From an optimization exercise on the open Yosys and OpenROAD flow, aimed at small area and a short achievable clock period; shortcuts taken in it are not production practice.
RTL that was checked went through simulation tests only; none was proved equivalent to the original.
Power figures rest on the tool's default switching activity, not on a simulated workload.

==> run a: inputs <==
// top
module top (
  input  logic        clk,
  input  logic        rst_n,
  input  logic [15:0] setpoint,
  input  logic [15:0] feedback,
  input  logic [15:0] Kp,
  input  logic [15:0] Ki,
  input  logic [15:0] Kd,
  input  logic [15:0] clk_prescaler,
  output logic [15:0] control_signal
);
clock: 12.5 ns
lec_check: 0
cap_margin: 20
core_margin: 2
core_utilization: 40
cts_buf_list: sky130_fd_sc_hd__clkbuf_4 sky130_fd_sc_hd__clkbuf_8
cts_cluster_size: 40
setup_slack_margin: 5
slew_margin: 20
synth_hierarchical: 1
synth_minimum_keep_size: 0
standard.sh (not shown) runs the stock make flow with config.mk's settings and CLKGATE_MAP_FILE= SYNTH_SCRIPT=/design/flow/synth_recipe.tcl, a recipe that flattens the netlist after the stock synthesis.
==> flow/flow/run.sh <==
#!/bin/bash
# The standard layout, with the port buffers made of plain buf_1 cells
# instead of the delay buffers buffer_ports picks on its own, and a larger
# setup margin for timing repair.
set -euo pipefail
export BUFFER_PORTS_ARGS="-buffer_cell sky130_fd_sc_hd__buf_1"
bash standard.sh SETUP_SLACK_MARGIN=6.5 finish > standard.log 2>&1
==> run b: changes against run a <==
--- a/flow/design.v
+++ b/flow/design.v
@@ -141,14 +141,13 @@
   pid_pg u_e_pg13 (.a(setpoint[13]), .b(~feedback[13]), .g(e_g13), .p(e_p13));
   wire e_p14, e_g14;
   pid_pg u_e_pg14 (.a(setpoint[14]), .b(~feedback[14]), .g(e_g14), .p(e_p14));
   wire e_p15, e_g15;
   pid_pg u_e_pg15 (.a(setpoint[15]), .b(~feedback[15]), .g(e_g15), .p(e_p15));
-  wire e_g0c = setpoint[0] | ~feedback[0];
   wire [15:0] e_c;
-  pid_carry16 u_e_cy (.g({e_g15, e_g14, e_g13, e_g12, e_g11, e_g10, e_g9, e_g8, e_g7, e_g6, e_g5, e_g4, e_g3, e_g2, e_g1, e_g0c}), .p({e_p15, e_p14, e_p13, e_p12, e_p11, e_p10, e_p9, e_p8, e_p7, e_p6, e_p5, e_p4, e_p3, e_p2, e_p1, e_p0}), .ci(1'b0), .c(e_c));
-  wire [15:0] e = {e_p15, e_p14, e_p13, e_p12, e_p11, e_p10, e_p9, e_p8, e_p7, e_p6, e_p5, e_p4, e_p3, e_p2, e_p1, e_p0} ^ {e_c[15:1], 1'b1};
+  pid_carry16 u_e_cy (.g({e_g15, e_g14, e_g13, e_g12, e_g11, e_g10, e_g9, e_g8, e_g7, e_g6, e_g5, e_g4, e_g3, e_g2, e_g1, e_g0}), .p({e_p15, e_p14, e_p13, e_p12, e_p11, e_p10, e_p9, e_p8, e_p7, e_p6, e_p5, e_p4, e_p3, e_p2, e_p1, e_p0}), .ci(1'b1), .c(e_c));
+  wire [15:0] e = {e_p15, e_p14, e_p13, e_p12, e_p11, e_p10, e_p9, e_p8, e_p7, e_p6, e_p5, e_p4, e_p3, e_p2, e_p1, e_p0} ^ e_c;
   wire ksum_p0, ksum_g0;
   pid_pg u_ksum_pg0 (.a(kpg[0]), .b(kdg[0]), .g(ksum_g0), .p(ksum_p0));
   wire ksum_p1, ksum_g1;
   pid_pg u_ksum_pg1 (.a(kpg[1]), .b(kdg[1]), .g(ksum_g1), .p(ksum_p1));
   wire ksum_p2, ksum_g2;
==> flow/flow/run.sh (replaced) <==
#!/bin/bash
# The standard layout, with the port buffers made of plain buf_1 cells
# instead of the delay buffers buffer_ports picks on its own, and a larger
# setup margin for timing repair.
set -euo pipefail
export BUFFER_PORTS_ARGS="-buffer_cell sky130_fd_sc_hd__buf_1"
bash standard.sh SETUP_SLACK_MARGIN=6.8 finish > standard.log 2>&1
==> flow/config.mk (replaced) <==
export PLATFORM = sky130hd
export DESIGN_NAME = top
export DESIGN_NICKNAME = top
export VERILOG_FILES = /design/flow/design.v
export SDC_FILE = /design/flow/constraint.sdc
export NUM_CORES = 4
export LEC_CHECK = 0
export CAP_MARGIN = 20
export CORE_MARGIN = 2
export CORE_UTILIZATION = 40
export SETUP_SLACK_MARGIN = 5
export SLEW_MARGIN = 20
export SYNTH_HIERARCHICAL = 1
export SYNTH_MINIMUM_KEEP_SIZE = 0
==> results.txt <==
Nets: run b 1980; run a 1971
Logic gate share of total power: run b 75.9%; run a 77.0%
Result of the run: run b timing/DRC/antenna clean; run a timing/DRC/antenna clean
Layout cells sized above 1: run b 22.6%; run a 18.0%
Required @ worst endpoint: run b 12.81 ns; run a 12.84 ns
Height of the die: run b 202 µm; run a 201 µm
CTS Root Cell: run b clkbuf_16; run a clkbuf_8
Power consumed by the clock network: run b 483 µW; run a 386 µW
ClkCell Share: run b 3.00%; run a 2.34%
RR Startpoint: run b u_dut.prev[9]; run a u_dut.smp
Post-Syn Instances: run b 1385; run a 1384
FF-to-FF path depth: run b 14; run a 12
Post-Route M1 WL: run b 19300 µm; run a 19500 µm
Function not checked in run a: the RTL went through the layout flow alone.

========
==> inputs of v17 <==
Another version of the RTL of top (not shown whole).
Design top, start of the top module:
module top (
  input  logic        clk,
  input  logic        rst_n,
  input  logic [15:0] setpoint,
  input  logic [15:0] feedback,
  input  logic [15:0] Kp,
  input  logic [15:0] Ki,
  input  logic [15:0] Kd,
  input  logic [15:0] clk_prescaler,
  output logic [15:0] control_signal
);
  pid_controller u_dut (
    .clk(clk),
    .rst_n(rst_n),
    .setpoint(setpoint),
    .feedback(feedback),
    .Kp(Kp),
    .Ki(Ki),
    .Kd(Kd),
    .clk_prescaler(clk_prescaler),
    .control_signal(control_signal)
  );
endmodule
export LEC_CHECK = 0
export ABC_AREA = 1
export CAP_MARGIN = 20
export CORE_MARGIN = 2
export CORE_UTILIZATION = 40
export SETUP_SLACK_MARGIN = 5
export SLEW_MARGIN = 20
export SYNTH_HIERARCHICAL = 1
export SYNTH_MINIMUM_KEEP_SIZE = 0
create_clock -name core_clock -period 12.5 [get_ports {clk}]
==> flow/flow/run.sh <==
#!/bin/bash
# The standard layout, with the port buffers made of plain buf_1 cells
# instead of the delay buffers buffer_ports picks on its own, and a larger
# setup margin for timing repair.
set -euo pipefail
export BUFFER_PORTS_ARGS="-buffer_cell sky130_fd_sc_hd__buf_1"
bash standard.sh SETUP_SLACK_MARGIN=6.5 finish > standard.log 2>&1
==> v18 (differences from v17) <==
CORE_UTILIZATION = 55   (was 40)
==> results.txt <==
metric	v18	v17
Fill cell instance count of the final layout	2343	3713
Metal1 wirelength	20800 um	20500 um
Clock network share of area	1.65%	1.65%
Crit path launch	feedback[0]	Kd[7]
Run status	finished clean	finished clean
Fraction of area in multi-input gates	71.1%	70.6%
Number of cells in the finished layout apart from fillers	2480	2598
Post-CTS setup buffer count	76	55
Layout overhead on the synthesized area	20.3%	18.8%
Power dissipated in combinational cells	2570 uW	2530 uW
Met3 Wirelength	3810 um	3250 um
Number of buffers and inverters on the critical path	4	2
Global-route wire length before repair	76700 um	76300 um
Internal power component	1720 uW	1690 uW
WP depth	25	12

========
==> wip/indigo <==
Another version of the RTL of top (not shown whole).
// top
module top (
  input  logic        clk,
  input  logic        rst_n,
  input  logic [15:0] setpoint,
  input  logic [15:0] feedback,
  input  logic [15:0] Kp,
  input  logic [15:0] Ki,
  input  logic [15:0] Kd,
  input  logic [15:0] clk_prescaler,
  output logic [15:0] control_signal
);
export LEC_CHECK = 0
export CAP_MARGIN = 20
export CORE_MARGIN = 2
export CORE_UTILIZATION = 30
export SETUP_SLACK_MARGIN = 5
export SLEW_MARGIN = 20
export SYNTH_HIERARCHICAL = 1
export SYNTH_MINIMUM_KEEP_SIZE = 0
create_clock -name core_clock -period 12.5 [get_ports {clk}]
Scripts as last shown in full above: flow/flow/run.sh
==> wip/fjord (differences from wip/indigo) <==
- CORE_UTILIZATION: 30 -> 40
- CTS_BUF_LIST: default -> sky130_fd_sc_hd__clkbuf_4 sky130_fd_sc_hd__clkbuf_8
- CTS_CLUSTER_SIZE: default -> 40
==> results.toml <==
[status]
status = "complete, no violations"

[worst_setup_path]
cp.depth = 16
crit_chain = "clkbuf_2 -> ha_4 -> a21o_4 -> nand4_1 -> nand2_2 -> a21o_4 -> a31o_1 -> xnor2_2 -> inv_2 -> ha_4 -> nor2_4 -> buf_12 -> fa_1 -> fa_2 -> fa_1 -> fa_1"

[route]
firstDrtPassIters = 7
wl_met3_mm = 2.66

[sta]
tightest_slew_ns = 1.12

[final_layout]
final-nonclk-buf-share = 0.0711
area_growth_pct = 19.1
the above is filed under wip/fjord

==> results.toml <==
[route]
wl_met3_mm = 2.97
firstDrtPassIters = 6

[status]
status = "complete, no violations"

[final_layout]
final-nonclk-buf-share = 0.0723

[worst_setup_path]
cp.depth = 17
crit_chain = "buf_1 -> inv_2 -> ha_4 -> a21o_4 -> nand4_1 -> buf_4 -> a21oi_4 -> o2111ai_4 -> a32oi_2 -> xnor2_2 -> inv_1 -> ha_2 -> nor2_4 -> fa_1 -> fa_2 -> fa_2 -> fa_1"

[sta]
tightest_slew_ns = 1.11
the above is filed under wip/indigo


========
==> 10-19: inputs <==
Another version of the RTL of top (not shown whole).
clock: 12.5 ns
lec_check: 0
abc_area: 1
cap_margin: 20
core_margin: 2
core_utilization: 40
setup_slack_margin: 5
slew_margin: 20
synth_hierarchical: 1
synth_minimum_keep_size: 0
==> flow/flow/run.sh <==
#!/bin/bash
# The standard layout, with the port buffers made of plain buf_1 cells
# instead of the delay buffers buffer_ports picks on its own, and a larger
# setup margin for timing repair.
set -euo pipefail
export BUFFER_PORTS_ARGS="-buffer_cell sky130_fd_sc_hd__buf_1"
bash standard.sh SETUP_SLACK_MARGIN=5.5 finish > standard.log 2>&1
==> inputs of 02-08, as changes to 10-19 <==
--- a/flow/flow/run.sh
+++ b/flow/flow/run.sh
@@ -4,4 +4,4 @@
 # setup margin for timing repair.
 set -euo pipefail
 export BUFFER_PORTS_ARGS="-buffer_cell sky130_fd_sc_hd__buf_1"
-bash standard.sh SETUP_SLACK_MARGIN=5.5 finish > standard.log 2>&1
+bash standard.sh SETUP_SLACK_MARGIN=6.0 finish > standard.log 2>&1
==> comparison <==
- Clock power is about the same in 10-19 and 02-08.
- Between 10-19 and 02-08, the lower final area is in 10-19 (gap 0.62%, measured against 02-08).
- In combinational power, 02-08 and 10-19 hardly differ.
- First-iteration DRC count: 10-19 is smaller than 02-08 (2.5%).

-- afterwards: timing with drivers on the ports --
In the flow no input, the clock included, has a driving cell. The finished layouts below were timed again as built, in two steps.
Step 1: set_driving_cell puts a clkbuf_16 on clk and a buf_2 on each other input, an assumption about the parent block.
Step 2 times the ports against the registers' clock, not the clock port: input delays grow and output delays shrink by t, the midpoint of the rising clock arrivals with the driver on.
Three values: no drivers, after step 1, after step 2; two values: the first two.
| run | t, ns | slack for setup (ns) | hold WS [ns] | slew at the worst register clock pin (ns) |
|---|---|---|---|---|
| run a | 0.500 | 6.575 / 6.595 / 6.094 | 0.519 / 0.519 / 0.519 | 0.08 / 0.08 |
| run b | 0.479 | 6.545 / 6.557 / 6.077 | 0.496 / 0.496 / 0.496 | 0.07 / 0.07 |
| v17 | 0.422 | 6.085 / 6.093 / 5.671 | 0.491 / 0.491 / 0.491 | 0.08 / 0.08 |
| v18 | 0.410 | 6.099 / 6.083 / 5.673 | 0.495 / 0.495 / 0.495 | 0.09 / 0.09 |
| wip/indigo | 0.478 | 6.394 / 6.421 / 5.943 | 0.481 / 0.481 / 0.481 | 0.07 / 0.07 |
| wip/fjord | 0.514 | 6.445 / 6.469 / 5.955 | 0.481 / 0.481 / 0.481 | 0.10 / 0.10 |
| 10-19 | 0.481 | 5.834 / 5.863 / 5.381 | 0.483 / 0.483 / 0.483 | 0.07 / 0.07 |
| 02-08 | 0.482 | 6.135 / 6.163 / 5.681 | 0.483 / 0.483 / 0.483 | 0.07 / 0.07 |
After both steps every run listed still meets setup and hold. The setup slack of wip/fjord, which loses most, moves by +0.024 ns with the drivers and by -0.490 ns with both steps.
